What follows belongs to an exercise in optimizing a design on an open flow for small area, a short achievable clock period and few clock cycles per item; a production flow would make more cautious choices. Function was checked by simulation only, so behaviour that the tests miss may differ from the original. Power and IR drop assume default switching activity.

==> flow/design.v, too long to show whole: its modules and the start of the top module <==
// module CONV: 1246 lines
module CONV (
  output logic        busy,
  output logic [11:0] iaddr,
  output logic        cwr,
  output logic [11:0] caddr_wr,
  output logic [19:0] cdata_wr,
  output logic        crd,
  output logic [11:0] caddr_rd,
  output logic [ 2:0] csel,
  input               clk,
  input               reset,
  input        [19:0] idata,
  input        [19:0] cdata_rd,
  input               ready
);
  // ...
==> flow/flow/run.sh <==
#!/bin/bash
set -euo pipefail
MARGIN=6
sed "s/SETUP_SLACK_MARGIN=[0-9.]*/SETUP_SLACK_MARGIN=$MARGIN/" standard.sh > standard_margin.sh
bash standard_margin.sh > flow.log 2>&1
==> flow/standard.sh <==
#!/bin/bash
# synth_recipe.tcl (not shown) runs the flow's synth.tcl, then flattens the netlist and writes it again
# the make line also repeats each setting of config.mk as NAME=value (left out here)
make -C /OpenROAD-flow-scripts/flow DESIGN_CONFIG=/design/flow/config.mk WORK_HOME=/design/flow/orfs CLKGATE_MAP_FILE= SYNTH_SCRIPT=/design/flow/synth_recipe.tcl "${@:-finish}"
==> flow/config.mk <==
export PLATFORM = sky130hd
export DESIGN_NAME = CONV
export DESIGN_NICKNAME = CONV
export VERILOG_FILES = /design/flow/design.v
export SDC_FILE = /design/flow/constraint.sdc
export NUM_CORES = 4
export LEC_CHECK = 0
export CAP_MARGIN = 20
export CORE_MARGIN = 2
export CORE_UTILIZATION = 40
export PLACE_DENSITY = 0.6
export SETUP_SLACK_MARGIN = 5
export SLEW_MARGIN = 20
export TNS_END_PERCENT = 100
==> flow/constraint.sdc <==
create_clock -name core_clock -period 9.5 [get_ports {clk}]
set_input_delay 1.9000 -clock core_clock [delete_from_list [all_inputs] [get_ports {clk}]]
set_output_delay 1.9000 -clock core_clock [all_outputs]
set_load 0.01 [all_outputs]
==> notes.md, run 1 <==
fin crit share 37.62%; area of the core 68470 um2; outcome no timing/DRC/antenna violations; routed len/inst between 20 and 25 um; CTS Buf Count 47; GRT Total Usage 23.47%; Detailed Routing Iterations Pass 1 8; area fraction of the dominant cell type after synthesis approximately a quarter; wl on met1 36.12 mm; Synth Area in Adders 31.40%; Worst Clk Skew 0.02768 ns; ratio of cells with drive above 1 in the final layout 12.40%; Plain + repair buffers 186; number of stages on the worst setup path 4; max layer used met4; Tapcell Cnt 882; end of the critical path csel[1]; CP endpoint kind output pin; placed cells 3620; post-synthesis sequential area ratio 29.74%; Total Power 6.932 mW; clk pwr 1.78 mW; cell area after synthesis 27640 um2; routed wire length 84.20 mm; Routed Antenna Nets 0; post-synthesis simple-gate area fraction 8.552%; Sum Neg Setup Slack 0 ns
Testbench counts, summed over its fixed seeds: cycles 147,528, images 12.
==> run 2, diff against run 1 <==
--- a/flow/design.v
+++ b/flow/design.v
@@ -63,16 +63,17 @@
   assign n_co = fk - 6'd2;
   logic n_pool;
   assign n_pool = n_ov & n_ro[0];
   logic [2:0] r0, r1, r2;     
   logic [2:0] pe2;            
   logic       k0, k62;        
   logic [5:0] ro, co;
   logic       cwr_r, crd_r, l1w_r, rdq2;
+  logic [11:0] waddr;
   logic       e1, e23, e4;    
   logic       last;
   always_ff @(posedge clk or posedge reset) begin
     if (reset) begin
       cwr_r <= 1'b0;
       crd_r <= 1'b0;
       l1w_r <= 1'b0;
       last  <= 1'b0;
@@ -88,16 +89,17 @@
     r1   <= run ? {r1[1:0], r1[2]} : 3'b001;
     r2   <= run ? {r2[1:0], r2[2]} : 3'b001;
     pe2  <= {fq == 2'd2, fq == 2'd1, fq == 2'd0} & {3{fk != 6'd0}};
     k0   <= (fk == 6'd0);
     k62  <= (fk == 6'd62);
     ro   <= n_ro;
     co   <= n_co;
     rdq2 <= (fq == 2'd2);
+    waddr <= (n_pool & n_co[0] & (fq == 2'd2)) ? {2'b00, n_ro[5:1], n_co[5:1]} : {n_ro, n_co};
     e1   <= n_pool & ~n_co[0] & (fq == 2'd1);
     e23  <= n_pool & ((~n_co[0] & (fq == 2'd2)) | (n_co[0] & (fq == 2'd0)));
     e4   <= n_pool & n_co[0] & (fq == 2'd1);
   end
   assign done = last;
   logic [19:0] P;
   logic [21:0] P3;
   logic [21:0] idata3;
@@ -1237,10 +1239,10 @@
     if (e1) m <= Y;
     else if (e23) m <= mx;
   end
   assign cdata_wr = Y;
   assign cwr      = cwr_r;
   assign crd      = crd_r;
   assign csel     = {1'b0, l1w_r, 1'b1};
   assign caddr_rd = {ro[5:1], 1'b0, co[5:1], rdq2};
-  assign caddr_wr = l1w_r ? {2'b00, ro[5:1], co[5:1]} : {ro, co};
+  assign caddr_wr = waddr;
 endmodule
==> flow/config.mk (replaced) <==
export PLATFORM = sky130hd
export DESIGN_NAME = CONV
export DESIGN_NICKNAME = CONV
export VERILOG_FILES = /design/flow/design.v
export SDC_FILE = /design/flow/constraint.sdc
export NUM_CORES = 4
export LEC_CHECK = 0
export CAP_MARGIN = 20
export CORE_MARGIN = 2
export CORE_UTILIZATION = 65
export PLACE_DENSITY = 0.85
export SETUP_SLACK_MARGIN = 5
export SLEW_MARGIN = 20
export TNS_END_PERCENT = 100
==> run 2 against run 1 <==
Against the previous run: critical endpoint is now P3[13]; cell count shrank 9.5%; sequential cell count is 10 higher; largest cell class unchanged; synthesized cell count up 0.21%; first-iteration DRC count increased by 46%; die area shrank 38%; still clean on timing, DRC and antenna.
==> notes.md, run 2 <==
Synth async-reset ratio under 10%; yosys warns 1; CTS max path bufs 3; area of the core 42040 um2 (-39%); Critical Path AT 4.10 ns; final worst slack between 5 and 6 ns; placed cells 3292 (-9.1%); RSZ-0062 raised after global routing true; critical-path cell list buf_2 > ha_4 > inv_2 > fa_2 > nor2b_4 > o21ai_4 > a21boi_4 > o21ai_4 > buf_4 > buf_4 > a21oi_1 > a311oi_1 > nor4_1; pin count of the biggest net entering global routing 84; Clock Sinks 394; Max Fclk 0.2755 GHz; routability congestion estimate 1.020; Max VDD drop 173.4 uV; CTS Buf Count 44 (-6.4%); Primary FF master, synth dfxtp_1; routed len/inst 24.41 um (+9.2%); dpl ws approximately 4.8 ns; area added between synthesis and finish 13.11%; HP Class flop to flop; Die X about 210 um; max_slew headroom 36.19%; vias in the first global route roughly 23000; FP Rows between 70 and 80; fin crit share 38.21% (+0.59 points); worst-skew pair later-pin latency 0.61 ns; Remaining DRCs 0; Initial Util 66.05%; Worst setup SP type primary input; syn avg cell area 9.899 um2; final hold viol count 0; Post-synth EDFFs 40; r2r setup slk 6.03 ns; Layout Cells excl Fill 3412; Tightest Pin Transition 0.9499 ns; CTS Root Cell clkbuf_16; peak per-stage delay on the critical path about 0.38 ns; final setup fails 0; antenna violations before repair 2; outcome no timing/DRC/antenna violations; Slew Limit Fails 0; ratio of cells with drive above 1 in the final layout 10.79% (-1.6 points); Die ar. 44390 um2; post-synthesis sequential area ratio 30.32% (+0.58 points); PortBufs 101; Max Cap Viol 0; final layout net count approximately 3400; Pleak approximately 14 nW; Detailed Routing Iterations Pass 1 10 (+2); Critical Path Slowest Stage Cell fa_2; worst setup path class primary input to flop; Sum Neg Setup Slack 0 ns (unchanged); Placed Area 29000 um2; Synth cell types 80; area fraction of the dominant cell type after synthesis 24.95% (-0.12 points); Routed Antenna Nets 0 (unchanged); Die Height between 200 and 250 um; post-synth top area cell fa_1; Vias 22433; n_diodes 0; most frequent cells in the layout 433 x inv_1, 345 x fa_1, 305 x dfxtp_1, 201 x nand2_1, 135 x a21oi_1; CTS tree built; Buf/Inv on CP 4; most common cell in the synthesized netlist inv_1; Mapped Cells 2805; most common cell after layout, fill and taps aside inv_1; DR iter-0 viols 3277; Tmin final 3.630 ns; # H-tree levels 2; Commonest cells post-synth 445 x inv_1, 346 x fa_1, 328 x dfxtp_1, 205 x nand2_1, 142 x clkbuf_1; GRT Total Usage 36.87% (+13 points); first-pass GRT wire length between 100 and 150 mm; Worst Clk Skew 0.03971 ns (+0.01203 ns); FF+latch count, synth around 390; Post-CTS Hold Fix Bufs 0; I/O pin count 105; grt ovf 0; delay-heaviest family, CP compound AO/OA/AOI/OAI gates; top cells by area, synth fa_1 25%, dfxtp_1 24%, ha_1 6.3%, inv_1 6.0%, edfxtp_1 4.3%; CP max FO 3; post-route cell area around 31000 um2; post-DP HPWL 57.90 mm; clk slew on worst S/H paths 0.06 ns; routed wire length 83.27 mm (-1.1%); cell area after synthesis 27770 um2 (+0.47%); Worst Path Required 9.97 ns; CP endpoint kind flop; Pwr per Cell Area 223.9 nW/um2; vias per cell 6.575
run 2: kinds of logic (layout without fill, tap and decap cells):
| family | after synthesis | count (layout) | share of synthesized area [%] |
|---|---|---|---|
| AOI/OAI and AO/OA | 609 | 609 | 14.89 |
| and+or+nand+nor | 516 | 516 | 8.625 |
| DFF | 394 | 394 | 30.32 |
| muxes | 124 | 124 | 4.722 |
| other | 2 | 3 | 0.02705 |
| adders and majority gates | 486 | 486 | 31.25 |
| buffers and inverters | 625 | 692 | 8.616 |
| xor gates and xnor gates | 49 | 49 | 1.546 |
run 2: path summary, 6_finish.rpt:
path                          start     end  depth (start not counted)
hold reg to reg               r2[2]   r2[0]                          1
setup / recovery           idata[0]  P3[13]                         13
max in group asynchronous     reset   fk[4]                          2
min in group asynchronous     reset   l1w_r                          2
hold / removal                r2[2]   r2[0]                          1
setup reg to reg              P[14]  C2[15]                          8
run 2: area by class of cell:
cell class,instances,area [um2]
timing repair inverter,2,15.01
inverter,447,1703
timing repair buffer,161,1643
multi-input combinational,1787,17320
clock buffer,60,1282
sequential,394,8462
clock inverter,22,306.5
tap,539,674.4
fill,2662,10630
run 2: where the power goes:
part,total [mW],internal (mW),switching (mW)
clock,1.86,1.10,0.765
sequential,2.59,2.16,0.435
combinational,2.57,1.12,1.45
total,7.03,4.38,2.65
run 2: timing repair:
| item | CTS | global route |
|---|---|---|
| gates resized for setup | 81 | 76 |
| pin swaps | 11 | 18 |
| buffers inserted | 20 | 12 |
| setup endpoints to repair | 148 | 78 |
| cloned | 3 | 3 |
run 2: per-stage QoR:
step	power, mW	util (%)	hold slack, ns
2_1_floorplan	4.225	-	0.3863
3_3_place_gp	4.772	68.98	0.3903
3_5_place_dp	4.999	68.98	0.4005
4_1_cts	6.915	73.78	0.4146
5_1_grt	7.436	74.71	0.4377
6_report	7.030	74.71	0.4104
run 2: worst register-to-register path: stages (launching register included):
cell      delay (ns)
dfxtp_1         0.76
inv_1           0.31
o221ai_1        0.36
fa_1            0.51
fa_1            0.43
inv_1           0.08
fa_1            0.41
inv_1           0.09
fa_1            0.38
run 2: per-layer routing:
layer	share of wire, %	GRT usage, %	wire length [um]	vias up
met5	0.029	0	24	-
met3	13	10.48	10810	390
met4	4.8	14.04	4010	4
li1	-	-	-	9446
met1	36	47.46	30110	10859
met2	46	59.55	38320	1734
Testbench counts of run 2, summed over its fixed seeds: cycles 147,528, images 12.
==> run 3, diff against run 2 <==
==> flow/flow/run.sh (replaced) <==
#!/bin/bash
set -euo pipefail
MARGIN=6.25
sed "s/SETUP_SLACK_MARGIN=[0-9.]*/SETUP_SLACK_MARGIN=$MARGIN/" standard.sh > standard_margin.sh
bash standard_margin.sh > flow.log 2>&1
--- a/flow/config.mk
+++ b/flow/config.mk
@@ -8,6 +8,6 @@
 export CAP_MARGIN = 20
 export CORE_MARGIN = 2
-export CORE_UTILIZATION = 65
-export PLACE_DENSITY = 0.85
+export CORE_UTILIZATION = 55
+export PLACE_DENSITY = 0.72
 export SETUP_SLACK_MARGIN = 5
 export SLEW_MARGIN = 20
==> run 3 against run 2 <==
Against the previous run: cell count rose by 5.9%; register-to-register slack gained 0.12 ns; via count is 0.65% lower; utilization down 9.8 points; clock skew shrank 0.011 ns; design area increased by 3.3%; still clean; combinational power down 3%; worst hold slack got worse by 0.0043 ns; first-iteration DRC count down 15%.
==> notes.md, run 3 <==
Die ar. 52300 um2 (+18%); Critical Path Slowest Stage Cell o41ai_4; Post-synth EDFFs 40 (unchanged); Post-CTS Hold Fix Bufs 0 (unchanged); routed len/inst 23.26 um (-4.7%); RSZ-0062 raised after global routing true; syn avg cell area 9.899 um2 (unchanged); Vias 22287 (-0.65%); PortBufs 101 (unchanged); hold-critical path depth 1 (unchanged); Max VDD drop 151.8 uV (-12%); Routed Antenna Nets 0 (unchanged); FP Rows 82 (+9.3%); Worst setup SP type primary input; max_slew headroom 35.39% (-0.79 points); grt ovf 0 (unchanged); Tightest Pin Transition 0.9617 ns (+0.01183 ns); Synth async-reset ratio 6.599% (unchanged); CP endpoint kind flop; worst-skew pair later-pin latency 0.62 ns (about the same); # H-tree levels 2 (unchanged); Slew Limit Fails 0 (unchanged); yosys warns 1 (unchanged); GRT Total Usage 31.06% (-5.8 points); routed wire length 84.09 mm (+0.98%); Critical Path AT 3.90 ns (-0.20 ns); first-pass GRT wire length 127.5 mm (+1.4%); area of the core 49970 um2 (+19%); CTS Buf Count 46 (+4.5%); Tmin final 3.421 ns (-0.2083 ns); Die X 228.7 um (+8.5%); CTS tree built; worst setup path class primary input to flop; Pwr per Cell Area 211.4 nW/um2 (-5.6%); vias per cell 6.165 (-6.2%); post-DP HPWL 58.69 mm (+1.4%); Multi-input gate area 17430 um2 (+0.63%); n_diodes 0 (unchanged); most common cell in the synthesized netlist inv_1; most frequent cells in the layout 420 x inv_1, 336 x fa_1, 292 x dfxtp_1, 198 x nand2_1, 135 x a21oi_1; Pleak 14.37 nW (+3.6%); Mapped Cells 2805 (unchanged); Die Height 228.7 um (+8.5%); Initial Util 55.57% (-10 points); vias in the first global route 22967 (+0.17%); Max Fclk 0.2923 GHz (+6.1%); cell area after synthesis 27770 um2 (unchanged); Worst Path Required 9.98 ns (about the same); routability congestion estimate 0.9730 (-4.6%); area added between synthesis and finish 16.86%; r2r worst-path depth 10 (+2); Primary FF master, synth dfxtp_1; pin count of the biggest net entering global routing 77 (-8.3%); post-synth top area cell fa_1; critical-path cell list buf_8 > ha_4 > a21o_1 > a21o_1 > a2111oi_4 > o31ai_2 > o41ai_4 > a21oi_1 > nor3_1 > nor3_1; HP Class flop to flop; final hold viol count 0 (unchanged); WHS 0.4061 ns (-0.004286 ns); top cells by area, synth fa_1 25%, dfxtp_1 24%, ha_1 6.3%, inv_1 6.0%, edfxtp_1 4.3%; Worst Clk Skew 0.02829 ns (-0.01142 ns); clk slew on worst S/H paths 0.06 ns (about the same); Detailed Routing Iterations Pass 1 9 (-1); area fraction of the dominant cell type after synthesis 24.95% (unchanged); CTS max path bufs 3 (unchanged); Clock Sinks 394 (unchanged); peak per-stage delay on the critical path 0.42 ns (+0.04 ns); most common cell after layout, fill and taps aside inv_1; final setup fails 0 (unchanged); Max Cap Viol 0 (unchanged); Total Power 6.861 mW (-2.4%); FF+latch area 8511 um2 (+0.58%); ratio of cells with drive above 1 in the final layout 14.27% (+3.5 points); fillers 3912 (+47%); final layout net count 3437 (+2.1%); Remaining DRCs 0 (unchanged); antenna violations before repair 2 (unchanged); Sum Neg Setup Slack 0 ns (unchanged); I/O pin count 105 (unchanged); outcome no timing/DRC/antenna violations; DR iter-0 viols 2798 (-15%); fin crit share 36.02% (-2.2 points); CP max FO 4 (+1); post-synthesis sequential area ratio 30.32% (unchanged); FF+latch count, synth 394 (unchanged); Synth cell types 80 (unchanged); CTS Root Cell clkbuf_16; Commonest cells post-synth 445 x inv_1, 346 x fa_1, 328 x dfxtp_1, 205 x nand2_1, 142 x clkbuf_1
## run 3: cell count changes in the layout (fill, tap and decap cells not counted), moves of 9 or more
cell	delta
clkbuf_16	+9
buf_4	+49
clkdlybuf4s50_1	-56
dfxtp_4	+13
fa_2	+9
fa_1	-9
dlygate4sd2_1	+43
clkdlybuf4s15_1	+13
dfxtp_1	-13
inv_1	-13
## run 3: worst max-delay path: cells and delay by family
family / cells / cell delay (ns)
fa+ha+maj: 1 / 0.22
simple gates: 2 / 0.29
buf+inv: 1 / 0.10
compound gates: 6 / 1.39
## run 3: cell type report
class	count	share of cell area [%]
sequential	394	26.23
clock buffer	64	3.979
clock inverter	19	0.6015
inverter	447	5.394
multi-input combinational	1788	53.71
timing repair inverter	2	0.04627
timing repair buffer	229	7.446
tap	672	2.591
## run 3: through the flow
stage	utilization, %	area [um2]	instances	setup slack (ns)
after floorplan	-	27840	2806	5.753
after global placement	58.36	29160	3424	4.947
after detailed placement	58.36	29160	3424	4.875
after CTS	63.25	31600	3563	6.054
after global routing	64.94	32450	3615	6.032
final	64.94	32450	3615	6.079
## run 3: cells by family (layout without fill, tap and decap cells)
logic type	count (synthesis)	count (layout)	share of synthesized area [%]
other	2	3	0.02705
adder cells (fa/ha/maj)	486	486	31.25
AND/OR/NAND/NOR	516	517	8.625
buffers and inverters	625	761	8.616
multiplexers	124	124	4.722
flip-flops	394	394	30.32
AO/OA/AOI/OAI	609	609	14.89
XOR/XNOR	49	49	1.546
## run 3: what timing repair did
item                                    in CTS  in global routing
cloned                                       8                  9
pin swaps                                   34                 31
setup buffers                               48                 43
resized for setup                          233                 88
endpoints found under the setup margin     251                101
hold endpoints to repair                     0                  0
## run 3: where the power goes
group / total [mW] / switching [mW] / internal (mW) / leakage, nW
clock: 1.77 / 0.761 / 1.01 / 0.732
combinational: 2.50 / 1.39 / 1.11 / 10.2
sequential: 2.59 / 0.434 / 2.16 / 3.48
## run 3: final timing paths
| kind | slack, ns | startpoint | to |
|---|---|---|---|
| worst max-delay path | 6.08 | idata[2] | P3[18] |
| worst min-delay path | 0.41 | r2[2] | r2[0] |
| worst max register to register | 6.15 | r1[1] | C1[13] |
| worst min register to register | 0.41 | r2[2] | r2[0] |
| max in group asynchronous | 7.41 | reset | fk[2] |
| min in group asynchronous | 1.66 | reset | l1w_r |
## run 3: layer usage
metal  GRT usage [%]  up-vias  wire, um
li1                -     9569         -
met1           41.38    10877     31980
met2           48.48     1522     37720
met3           9.119      317     10630
met4           10.87        2      3740
met5               0        -        13
==> run 4, diff against run 3 <==
==> flow/flow/run.sh (replaced) <==
#!/bin/bash
set -euo pipefail
MARGIN=6
sed "s/SETUP_SLACK_MARGIN=[0-9.]*/SETUP_SLACK_MARGIN=$MARGIN/" standard.sh > standard_margin.sh
bash standard_margin.sh > flow.log 2>&1
==> run 4 against run 3 <==
Against the previous run: sequential cell count stayed put; routed wire length is 5.6% lower; worst hold slack better by 0.0077 ns; worst setup slack worse by 0.031 ns; cell count is 2.0% lower; global-route usage is 0.87 points lower; combinational power is 2% lower; sequential share of layout area is 0.66 points higher; utilization is 1.9 points lower; critical path depth stayed put; critical path type unchanged; highest routed layer is now met4.
==> notes.md, run 4 <==
Die Height 228.7 um (unchanged); Flop pwr share 37.4% (-0.3 points); Clock Sinks 394 (unchanged); CP max FO 4 (unchanged); Detailed Routing Iterations Pass 1 9 (unchanged); grt ovf 0 (unchanged); RR Startpoint P3[0]; most frequent cells in the layout 435 x inv_1, 345 x fa_1, 305 x dfxtp_1, 202 x nand2_1, 138 x a21oi_1; cell area after synthesis 27770 um2 (unchanged); clock power share 27.0% (+1.1 points); max_slew headroom 17.26% (-18 points); CP endpoint kind flop; HP Class flop to flop; Critical Path Start idata[2]; most common cell in the synthesized netlist inv_1; worst setup path class primary input to flop; Initial Util 55.57% (unchanged); first-pass GRT wire length 123.6 mm (-3.1%); antenna violations before repair 1 (-1); top cells by area, synth fa_1 25%, dfxtp_1 24%, ha_1 6.3%, inv_1 6.0%, edfxtp_1 4.3%; final worst slack 6.048 ns (-0.03099 ns); Vias 21454 (-3.7%); fin crit share 36.34% (+0.33 points); Die X 228.7 um (unchanged); Worst setup SP type primary input; Die ar. 52300 um2 (unchanged); Sum Neg Setup Slack 0 ns (unchanged); dpl ws 4.880 ns (+0.005470 ns); Primary FF master, synth dfxtp_1; number of stages on the worst setup path 10 (unchanged); min-delay src r2[2]; PortBufs 101 (unchanged); post-route cell area 31480 um2 (-3.0%); CTS max path bufs 3 (unchanged); worst r2r dst C2[13]; # H-tree levels 2 (unchanged); vias in the first global route 22263 (-3.1%); power share of the combinational group 35.6% (-0.8 points); Post-synth EDFFs 40 (unchanged); final hold viol count 0 (unchanged); pin count of the biggest net entering global routing 84 (+9.1%); vias per cell 6.057 (-1.8%); P_int 4.333 mW (+1.4%); Slew Limit Fails 0 (unchanged); post-synthesis sequential area ratio 30.32% (unchanged); clk slew on worst S/H paths 0.06 ns (about the same); area added between synthesis and finish 13.37%; end of the critical path P3[14]; DR iter-0 viols 2412 (-14%); RSZ-0062 raised after global routing true; Buf/Inv on CP 2 (+1); Synth cell types 80 (unchanged); Final Util 63.00% (-1.9 points); area fraction of the dominant cell type after synthesis 24.95% (unchanged); final layout net count 3361 (-2.2%); post-synth top area cell fa_1; Remaining DRCs 0 (unchanged); Pwr per Cell Area 219.2 nW/um2 (+3.7%); worst-skew pair later-pin latency 0.62 ns (about the same); Max Cap Viol 0 (unchanged); Tightest Pin Transition 1.232 ns (+0.2699 ns); GRT Total Usage 30.19% (-0.87 points); Worst Path Required 9.99 ns (about the same); Critical Path Slowest Stage Cell o41ai_4; r2r setup slk 6.05 ns (-0.10 ns); Routed Antenna Nets 0 (unchanged); yosys warns 1 (unchanged); syn avg cell area 9.899 um2 (unchanged); Mapped Cells 2805 (unchanged); routed wire length 79.36 mm (-5.6%); Max Fclk 0.2896 GHz (-0.90%); CTS tree built; routed len/inst 22.40 um (-3.7%); Synth async-reset ratio 6.599% (unchanged); Commonest cells post-synth 445 x inv_1, 346 x fa_1, 328 x dfxtp_1, 205 x nand2_1, 142 x clkbuf_1; Worst Clk Skew 0.03442 ns (+0.006130 ns); delay-heaviest family, CP compound AO/OA/AOI/OAI gates; n_diodes 0 (unchanged); r2r worst-path depth 7 (-3); switching pwr 2.569 mW (-0.67%); CTS Root Cell clkbuf_16; area of the core 49970 um2 (unchanged); CP dominant cell by count a21o_1; Max VDD drop 133.8 uV (-12%); Critical Path AT 3.94 ns (+0.04 ns); outcome no timing/DRC/antenna violations; FF+latch count, synth 394 (unchanged); final setup fails 0 (unchanged); Placed Area 29160 um2 (about the same); peak per-stage delay on the critical path 0.43 ns (about the same); post-DP HPWL 58.42 mm (-0.47%); critical-path cell list buf_8 > ha_4 > a21o_1 > a21o_1 > a2111oi_4 > o31ai_4 > o41ai_4 > buf_4 > xor2_2 > nor2_1; FP Rows 82 (unchanged); CTS Buf Count 46 (unchanged); Sw Ratio 37.22% (-0.47 points); ratio of cells with drive above 1 in the final layout 10.52% (-3.7 points); Pleak 13.82 nW (-3.8%); routability congestion estimate 0.9539 (-2.0%); Tmin final 3.452 ns (+0.03099 ns); I/O pin count 105 (unchanged); most common cell after layout, fill and taps aside inv_1
==> run 4: cell types whose count changed in the layout (fill, tap and decap cells not counted), moves of 7 or more <==
cell             change
inv_2                -7
clkdlybuf4s15_1     -14
dfxtp_4             -12
clkdlybuf4s50_1     +54
dlygate4sd2_1       -43
fa_2                 -9
inv_1               +15
fa_1                 +9
dfxtp_1             +13
buf_4               -53
buf_12               -8
==> run 4: worst min-delay path by stage <==
stage | to | slack [ns] | cells past startpoint
global route | r2[0] | 0.46 | 1
finish | r2[0] | 0.41 | 1
floorplan | r2[0] | 0.39 | 1
global placement | r2[0] | 0.39 | 1
CTS | r2[0] | 0.42 | 1
detailed placement | r2[0] | 0.40 | 1
==> run 4: per-layer routing <==
| metal | GRT usage [%] | up-vias | wire [um] |
|---|---|---|---|
| met5 | 0 | - | 0 |
| met4 | 9.967 | 0 | 2898 |
| met3 | 8.558 | 252 | 8689 |
| met1 | 41.02 | 10579 | 32210 |
| met2 | 46.71 | 1215 | 35560 |
| li1 | - | 9408 | - |
==> run 4: worst register-to-register path: stages (launching register included) <==
cell and delay, ns:
dfxtp_1 0.85, inv_1 0.48, a21o_1 0.33, fa_1 0.54, inv_1 0.06, fa_1 0.53, inv_1 0.05, fa_1 0.46
==> run 4: final cells by class <==
type,count,area [um2]
Fill cell,4066,18490
Multi-Input combinational cell,1787,17300
Sequential cell,394,8464
Inverter,447,1715
Timing Repair Buffer,154,1539
Clock buffer,63,1349
Tap cell,672,840.8
Clock inverter,23,257.7
Timing Repair inverter,2,12.51
==> run 4: logic make-up (layout without fill, tap and decap cells) <==
family | count (synthesis) | count (layout) | synth area share [%]
flops | 394 | 394 | 30.32
buf+inv | 625 | 689 | 8.616
xor+xnor | 49 | 49 | 1.546
simple gates | 516 | 516 | 8.625
other cells | 2 | 3 | 0.02705
compound gates | 609 | 609 | 14.89
fa+ha+maj | 486 | 486 | 31.25
mux | 124 | 124 | 4.722
==> run 4: power groups by stage <==
stage	sequential [mW]	clock, mW	combinational, mW
after floorplan	2.35	0	1.88
after global placement	2.57	0	2.26
after detailed placement	2.58	0	2.41
after CTS	2.55	1.89	2.43
after global routing	2.60	1.95	2.84
final	2.58	1.86	2.46
==> run 4: through the flow <==
step / power (mW) / hold slack [ns] / instances
6_report: 6.902 / 0.4138 / 3542
4_1_cts: 6.867 / 0.4197 / 3528
5_1_grt: 7.399 / 0.4600 / 3542
2_1_floorplan: 4.225 / 0.3863 / 2806
3_5_place_dp: 4.985 / 0.3983 / 3424
3_3_place_gp: 4.828 / 0.3937 / 3424
==> run 4: timing repair <==
| item | 4_1_cts | 5_1_grt |
|---|---|---|
| gates cloned | 2 | 2 |
| endpoints found under the hold margin | 0 | 0 |
| gates resized for setup | 65 | 85 |
| endpoints found under the setup margin | 193 | 90 |
| buffers inserted | 16 | 12 |
| hold buffers | 0 | 0 |
| pin swaps | 8 | 17 |
==> run 5, diff against run 4 <==
--- a/flow/config.mk
+++ b/flow/config.mk
@@ -9,4 +9,5 @@
 export CORE_MARGIN = 2
 export CORE_UTILIZATION = 55
+export CTS_BUF_LIST = sky130_fd_sc_hd__clkbuf_4 sky130_fd_sc_hd__clkbuf_8
 export PLACE_DENSITY = 0.72
 export SETUP_SLACK_MARGIN = 5
==> run 5 against run 4 <==
Against the previous run: register-to-register slack about the same; worst setup slack better by 0.0037 ns; synthesized cell count unchanged; worst hold slack better by 0.0015 ns; total power down 2.5%; clock-buffer cell count up 46; combinational power about the same; clock power down 9%; routed wire length up 0.30%; sequential power about the same; utilization down 0.33 points.
==> notes.md, run 5 <==
Die ar. 52300 um2 (unchanged); FF+latch count, synth 394 (unchanged); clock power share 25.3% (-1.7 points); Synth Area in Adders 31.25% (unchanged); outcome no timing/DRC/antenna violations; worst-skew pair later-pin latency 0.68 ns (+0.06 ns); clk slew on worst S/H paths 0.06 ns (about the same); area of the core 49970 um2 (unchanged); most common cell in the synthesized netlist inv_1; antenna violations before repair 4 (+3); Critical Path AT 3.95 ns (about the same); PortBufs 101 (unchanged); WHS Endpoint r2[0]; area fraction of the dominant cell type after synthesis 24.95% (unchanged); post-synthesis simple-gate area fraction 8.625% (unchanged); Synth Area in XOR/XNOR 1.546% (unchanged); Critical Path Start P3[0]; most frequent cells in the layout 435 x inv_1, 345 x fa_1, 307 x dfxtp_1, 202 x nand2_1, 138 x a21oi_1; power share of the combinational group 36.5% (+0.9 points); Slew Limit Fails 0 (unchanged); largest family of logic cells by synthesized area adder cells; Detailed Routing Iterations Pass 1 9 (unchanged); yosys warns 1 (unchanged); post-synth top area cell fa_1; Commonest cells post-synth 445 x inv_1, 346 x fa_1, 328 x dfxtp_1, 205 x nand2_1, 142 x clkbuf_1; DR iter-0 viols 2620 (+8.6%); Pwr per Cell Area 215.0 nW/um2 (-1.9%); ratio of cells with drive above 1 in the final layout 11.77% (+1.2 points); Post-synth EDFFs 40 (unchanged); RR Startpoint P3[0]; post-synthesis mux area share 4.722% (unchanged); Worst Clk Skew 0.05334 ns (+0.01892 ns); Max VDD drop 97.61 uV (-27%); Sw Ratio 37.61% (+0.39 points); worst r2r dst C2[13]; # H-tree levels 3 (+1); post-synthesis sequential area ratio 30.32% (unchanged); Tmin final 3.449 ns (-0.003680 ns); I/O pin count 105 (unchanged); Pleak 13.85 nW (+0.23%); CP endpoint kind flop; r2r worst-path depth 7 (unchanged); routability congestion estimate 0.9539 (unchanged); Vias 21594 (+0.65%); Final Util 62.68% (-0.33 points); max_slew headroom 34.25% (+17 points); final layout net count 3385 (+0.71%); Max Fclk 0.2900 GHz (+0.11%); vias in the first global route 22428 (+0.74%); vias per cell 6.032 (-0.42%); Primary FF master, synth dfxtp_1; top cells by area, synth fa_1 25%, dfxtp_1 24%, ha_1 6.3%, inv_1 6.0%, edfxtp_1 4.3%; Max Cap Viol 0 (unchanged); final setup fails 0 (unchanged); Worst Path Required 10.00 ns (about the same); Layout Cells excl Fill 3580 (+1.1%); P_int 4.200 mW (-3.1%); worst setup path class flop to flop; Initial Util 55.57% (unchanged); FP Rows 82 (unchanged); GRT Total Usage 30.37% (+0.18 points); CTS max path bufs 3 (unchanged); final hold viol count 0 (unchanged); Synth async-reset ratio 6.599% (unchanged); Synth cell types 80 (unchanged); RSZ-0062 raised after global routing true; placed cells 3424 (unchanged); Worst setup SP type flop; Die Height 228.7 um (unchanged); Die X 228.7 um (unchanged); Tightest Pin Transition 0.9788 ns (-0.2528 ns); r2r setup slk 6.05 ns (about the same); fin crit share 36.30% (-0.039 points); compound-gate portion of the synthesized area 14.89% (unchanged); CP max FO 14 (+10); switching pwr 2.532 mW (-1.4%); post-DP HPWL 58.42 mm (unchanged); Sum Neg Setup Slack 0 ns (unchanged); routed len/inst 22.23 um (-0.76%); area added between synthesis and finish 12.78%; Clock Sinks 394 (unchanged); routed wire length 79.60 mm (+0.30%); Mapped Cells 2805 (unchanged); Routed Antenna Nets 0 (unchanged); Post-CTS Hold Fix Bufs 0 (unchanged); Flop pwr share 38.3% (+0.9 points); syn avg cell area 9.899 um2 (unchanged); pin count of the biggest net entering global routing 84 (unchanged); cell area after synthesis 27770 um2 (unchanged); grt ovf 0 (unchanged); CTS Buf Count 72 (+57%); HP Class flop to flop; hold-critical path depth 1 (unchanged); Remaining DRCs 0 (unchanged); CTS Root Cell clkbuf_8; most common cell after layout, fill and taps aside inv_1; first-pass GRT wire length 123.8 mm (+0.23%); min-delay src r2[2]; CTS tree built
-- run 5: cell types whose count changed in the layout (fill, tap and decap cells not counted), sizes merged --
cell	change
buf	-1
bufinv	-1
clkbuf	+45
clkdlybuf4s50	-23
clkinv	-2
clkinvlp	-3
diode	+2
dlygate4sd2	+22
dlymetal6s2s	+1
inv	-2
-- run 5: power by group through the flow --
| stage | logic (mW) | registers [mW] | clock network, mW |
|---|---|---|---|
| after floorplan | 1.88 | 2.35 | 0 |
| after global placement | 2.26 | 2.57 | 0 |
| after detailed placement | 2.41 | 2.58 | 0 |
| after CTS | 2.42 | 2.55 | 1.73 |
| after global routing | 2.84 | 2.60 | 1.80 |
| final | 2.45 | 2.58 | 1.70 |
-- run 5: layer usage --
metal / vias to the layer above / global-route usage [%] / routed length (um)
li1: 9455 / - / -
met1: 10547 / 40.71 / 31910
met2: 1310 / 46.37 / 35220
met3: 276 / 9.157 / 9027
met4: 6 / 11.87 / 3294
met5: - / 0 / 142
-- run 5: logic make-up after synthesis --
| logic type | after synthesis |
|---|---|
| xor+xnor | 49 |
| compound gates | 609 |
| other cells | 2 |
| simple gates | 516 |
| fa+ha+maj | 486 |
| flops | 394 |
| buf+inv | 625 |
| mux | 124 |
-- run 5: worst max path at each step --
stage | slack (ns) | endpoint
after floorplan | 5.75 | P3[20]
after global placement | 4.93 | P3[17]
after detailed placement | 4.88 | P3[17]
after CTS | 5.94 | C0[19]
after global routing | 5.92 | C0[19]
final | 6.05 | C2[13]
-- run 5: final cells by class --
class / instances / area, um2
repair inverters: 2 / 10.01
well taps: 672 / 840.8
multi-input cells: 1787 / 17300
diodes: 2 / 5.005
flip-flops and latches: 394 / 8459
fillers: 4106 / 18650
inverters: 447 / 1715
repair buffers: 152 / 1493
clock buffers: 109 / 1344
clock inverters: 15 / 153.9
-- run 5: repair_timing --
item,4_1_cts,5_1_grt
buffers inserted,14,11
endpoints found under the setup margin,207,93
pin swaps,6,16
gates resized for setup,85,81
gates cloned,2,2
-- run 5: critical path: stages, from the launching register on --
cell and delay [ns]:
dfxtp_1 0.84, inv_1 0.48, a21o_1 0.33, fa_1 0.54
inv_1 0.06, fa_1 0.53, inv_1 0.05, fa_1 0.46
-- run 5: metrics by stage --
step	setup WS (ns)	power, mW	area, um2	hold slack, ns
global placement	4.928	4.828	29150	0.3937
detailed placement	4.880	4.985	29160	0.3983
CTS	5.941	6.697	30920	0.4169
floorplan	5.753	4.225	27820	0.3863
finish	6.051	6.732	31320	0.4154
global route	5.917	7.243	31310	0.4585
==> run 6, diff against run 5 <==
==> flow/run.sh (new file) <==
#!/bin/bash
# synth_recipe.tcl (not shown) runs the flow's synth.tcl, then flattens the netlist and writes it again
# the make line also repeats each setting of config.mk as NAME=value (left out here)
make -C /OpenROAD-flow-scripts/flow DESIGN_CONFIG=/design/flow/config.mk WORK_HOME=/design/flow/orfs CLKGATE_MAP_FILE= SYNTH_SCRIPT=/design/flow/synth_recipe.tcl finish
--- a/flow/config.mk
+++ b/flow/config.mk
@@ -9,5 +9,4 @@
 export CORE_MARGIN = 2
 export CORE_UTILIZATION = 55
-export CTS_BUF_LIST = sky130_fd_sc_hd__clkbuf_4 sky130_fd_sc_hd__clkbuf_8
 export PLACE_DENSITY = 0.72
 export SETUP_SLACK_MARGIN = 5
removed: flow/flow/run.sh
removed: flow/standard.sh
==> run 6 against run 5 <==
Against the previous run: die area unchanged; cell count down 2.0%; routed wire length down 2.1%; critical endpoint is now C1[19]; largest cell class unchanged; synthesized area unchanged; global-route usage down 0.52 points; total power up 1.8%; sequential share of layout area up 0.44 points; clock-buffer cell count down 48; clock power up 8%; utilization down 1.2 points.
==> notes.md, run 6 <==
Placed Area 29110 um2 (-0.15%); Worst Path Required 9.96 ns (-0.04 ns); # H-tree levels 2 (-1); first-pass GRT wire length 122.0 mm (-1.5%); vias in the first global route 22211 (-0.97%); CP endpoint kind flop; Synth cell types 80 (unchanged); grt ovf 0 (unchanged); DR iter-0 viols 2392 (-8.7%); antenna violations before repair 2 (-2); Synth Area in XOR/XNOR 1.546% (unchanged); CTS max path bufs 3 (unchanged); most frequent cells in the layout 442 x inv_1, 346 x fa_1, 324 x dfxtp_1, 204 x nand2_1, 141 x a21oi_1; CTS tree built; compound-gate portion of the synthesized area 14.89% (unchanged); fillers 4093 (-0.32%); CP max FO 58 (+44); post-DP HPWL 58.76 mm (+0.58%); Pleak 13.45 nW (-2.9%); max_slew headroom 19.62% (-15 points); Post-synth EDFFs 40 (unchanged); routability congestion estimate 0.9455 (-0.88%); most common cell after layout, fill and taps aside inv_1; Clock Sinks 394 (unchanged); most common cell in the synthesized netlist inv_1; area fraction of the dominant cell type after synthesis 24.95% (unchanged); r2r setup slk 5.18 ns (-0.87 ns); Die X 228.7 um (unchanged); Vias 21214 (-1.8%); Critical Path AT 4.78 ns (+0.83 ns); RSZ-0062 raised after global routing false; Post-CTS Hold Fix Bufs 0 (unchanged); Synth Area in Adders 31.25% (unchanged); routed wire length 77.95 mm (-2.1%); CTS Root Cell clkbuf_16; final hold viol count 0 (unchanged); clk slew on worst S/H paths 0.06 ns (about the same); cell area after synthesis 27770 um2 (unchanged); largest family of logic cells by synthesized area adder cells; Synth async-reset ratio 6.599% (unchanged); Routed Antenna Nets 0 (unchanged); PortBufs 101 (unchanged); Die ar. 52300 um2 (unchanged); yosys warns 1 (unchanged); Mapped Cells 2805 (unchanged); Multi-input gate area 16990 um2 (-1.8%); Initial Util 55.57% (unchanged); post-synthesis mux area share 4.722% (unchanged); top cells by area, synth fa_1 25%, dfxtp_1 24%, ha_1 6.3%, inv_1 6.0%, edfxtp_1 4.3%; fin crit share 45.45% (+9.1 points); ratio of cells with drive above 1 in the final layout 6.911% (-4.9 points); FF+latch count, synth 394 (unchanged); post-synth top area cell fa_1; FP Rows 82 (unchanged); Worst setup SP type flop; GRT Total Usage 29.85% (-0.52 points); I/O pin count 105 (unchanged); post-synthesis sequential area ratio 30.32% (unchanged); Max VDD drop 138.1 uV (+41%); post-route cell area 30690 um2 (-2.0%); Slew Limit Fails 0 (unchanged); pin count of the biggest net entering global routing 83 (-1.2%); routed len/inst 22.21 um (about the same); Tightest Pin Transition 1.206 ns (+0.2269 ns); Primary FF master, synth dfxtp_1; HP Class flop to flop; outcome no timing/DRC/antenna violations; Max Fclk 0.2316 GHz (-20%); Worst Clk Skew 0.01840 ns (-0.03494 ns); final setup fails 0 (unchanged); Commonest cells post-synth 445 x inv_1, 346 x fa_1, 328 x dfxtp_1, 205 x nand2_1, 142 x clkbuf_1; Die Height 228.7 um (unchanged); final layout net count 3330 (-1.6%); Remaining DRCs 0 (unchanged); Detailed Routing Iterations Pass 1 6 (-3); FF+latch area 8427 um2 (-0.38%); CTS Buf Count 46 (-36%); post-synthesis simple-gate area fraction 8.625% (unchanged); syn avg cell area 9.899 um2 (unchanged); Max Cap Viol 0 (unchanged); worst-skew pair later-pin latency 0.61 ns (-0.07 ns); Pwr per Cell Area 223.3 nW/um2 (+3.9%); vias per cell 6.046 (+0.23%); area added between synthesis and finish 10.54%; area of the core 49970 um2 (unchanged); Post-CTS Setup Inserts 0 (-14); post-CTS sizing 0 (-100%); Sum Neg Setup Slack 0 ns (unchanged); worst setup path class flop to flop; Tmin final 4.317 ns (+0.8686 ns)
==> run 6: cell families after synthesis <==
logic type,count (synthesis)
muxes,124
DFF,394
other,2
xor gates and xnor gates,49
adders and majority gates,486
and+or+nand+nor,516
AOI/OAI and AO/OA,609
buffers and inverters,625
==> run 6: final cells by class <==
cell class | instances | area share (%)
Clock inverter | 22 | 0.8397
Antenna cell | 1 | 0.008153
Sequential cell | 394 | 27.45
Multi-Input combinational cell | 1787 | 55.34
Tap cell | 672 | 2.739
Clock buffer | 61 | 4.264
Inverter | 447 | 5.466
Timing Repair Buffer | 125 | 3.893
==> run 6: layer usage <==
| layer | global-route usage, % | routed length (um) | up-vias |
|---|---|---|---|
| li1 | - | - | 9366 |
| met1 | 40.32 | 31780 | 10469 |
| met2 | 46.51 | 34920 | 1135 |
| met3 | 7.360 | 8278 | 240 |
| met4 | 11.54 | 2941 | 4 |
| met5 | 0 | 27 | - |
==> run 6: worst paths after layout <==
kind | from | cells past startpoint | to
setup / recovery | r1[0] | 11 | C1[19]
hold / removal | r2[2] | 1 | r2[0]
setup reg to reg | r1[0] | 11 | C1[19]
hold reg to reg | r2[2] | 1 | r2[0]
max in group asynchronous | reset | 2 | frow[0]
min in group asynchronous | reset | 2 | l1w_r
==> run 6: where the power goes <==
part / switching [mW] / internal [mW] / total, mW / leakage (nW)
logic: 1.37 / 1.08 / 2.45 / 9.22
registers: 0.421 / 2.16 / 2.58 / 3.47
clock network: 0.762 / 1.06 / 1.83 / 0.764
total: 2.56 / 4.30 / 6.86 / 13.5
==> run 6: metrics by stage <==
| step | power, mW | hold slack (ns) | worst slack (ns) | util, % | instances |
|---|---|---|---|---|---|
| 6_report | 6.855 | 0.4311 | 5.183 | 61.43 | 3509 |
| 2_1_floorplan | 4.222 | 0.3863 | 5.597 | - | 2806 |
| 4_1_cts | 6.856 | 0.4359 | 5.041 | 61.40 | 3508 |
| 3_5_place_dp | 4.997 | 0.4089 | 4.699 | 58.27 | 3425 |
| 5_1_grt | 7.328 | 0.4640 | 5.009 | 61.43 | 3508 |
| 3_3_place_gp | 4.818 | 0.3949 | 4.784 | 58.26 | 3425 |
==> run 6: critical path, cell delays in order, from the launching register on <==
cell,delay (ns)
dfxtp_2,0.45
inv_2,0.33
buf_6,0.45
nand2_1,0.48
nand2_1,0.26
o21ai_0,0.17
fa_1,0.56
inv_1,0.05
fa_1,0.38
fa_1,0.51
inv_1,0.05
fa_1,0.44

==> separate check: timing with driven ports <==
In the flow no input, the clock included, has a driving cell. The finished layouts below were timed again as built, in two steps.
Step 1, drivers: a clkbuf_16 drives clk and a buf_2 each remaining input, both assumed.
Step 2, shift: input delay + t, output delay - t, t = (earliest + latest rising clock arrival at the registers) / 2. This alone moves slack from input paths to output paths.
a / b / c = ideal ports / drivers / drivers and shift; a / b = the first two.
run | shift t [ns] | setup slack, ns | hold slack, ns | cell pins on the clock port's net
run 1 | 0.643 | 5.926 / 5.861 / 5.320 | 0.407 / 0.407 / 0.407 | 1
run 2 | 0.651 | 5.870 / 5.892 / 5.241 | 0.410 / 0.410 / 0.410 | 1
run 3 | 0.665 | 6.079 / 6.100 / 5.435 | 0.406 / 0.406 / 0.406 | 1
run 4 | 0.655 | 6.048 / 5.998 / 5.411 | 0.414 / 0.414 / 0.414 | 1
run 5 | 0.705 | 6.051 / 6.002 / 5.388 | 0.415 / 0.415 / 0.415 | 1
run 6 | 0.657 | 5.183 / 5.183 / 4.595 | 0.431 / 0.431 / 0.431 | 1
After both steps every run listed still meets setup and hold. For run 5, which loses most, drivers alone change the setup slack by -0.049 ns; drivers and shift together by -0.663 ns.
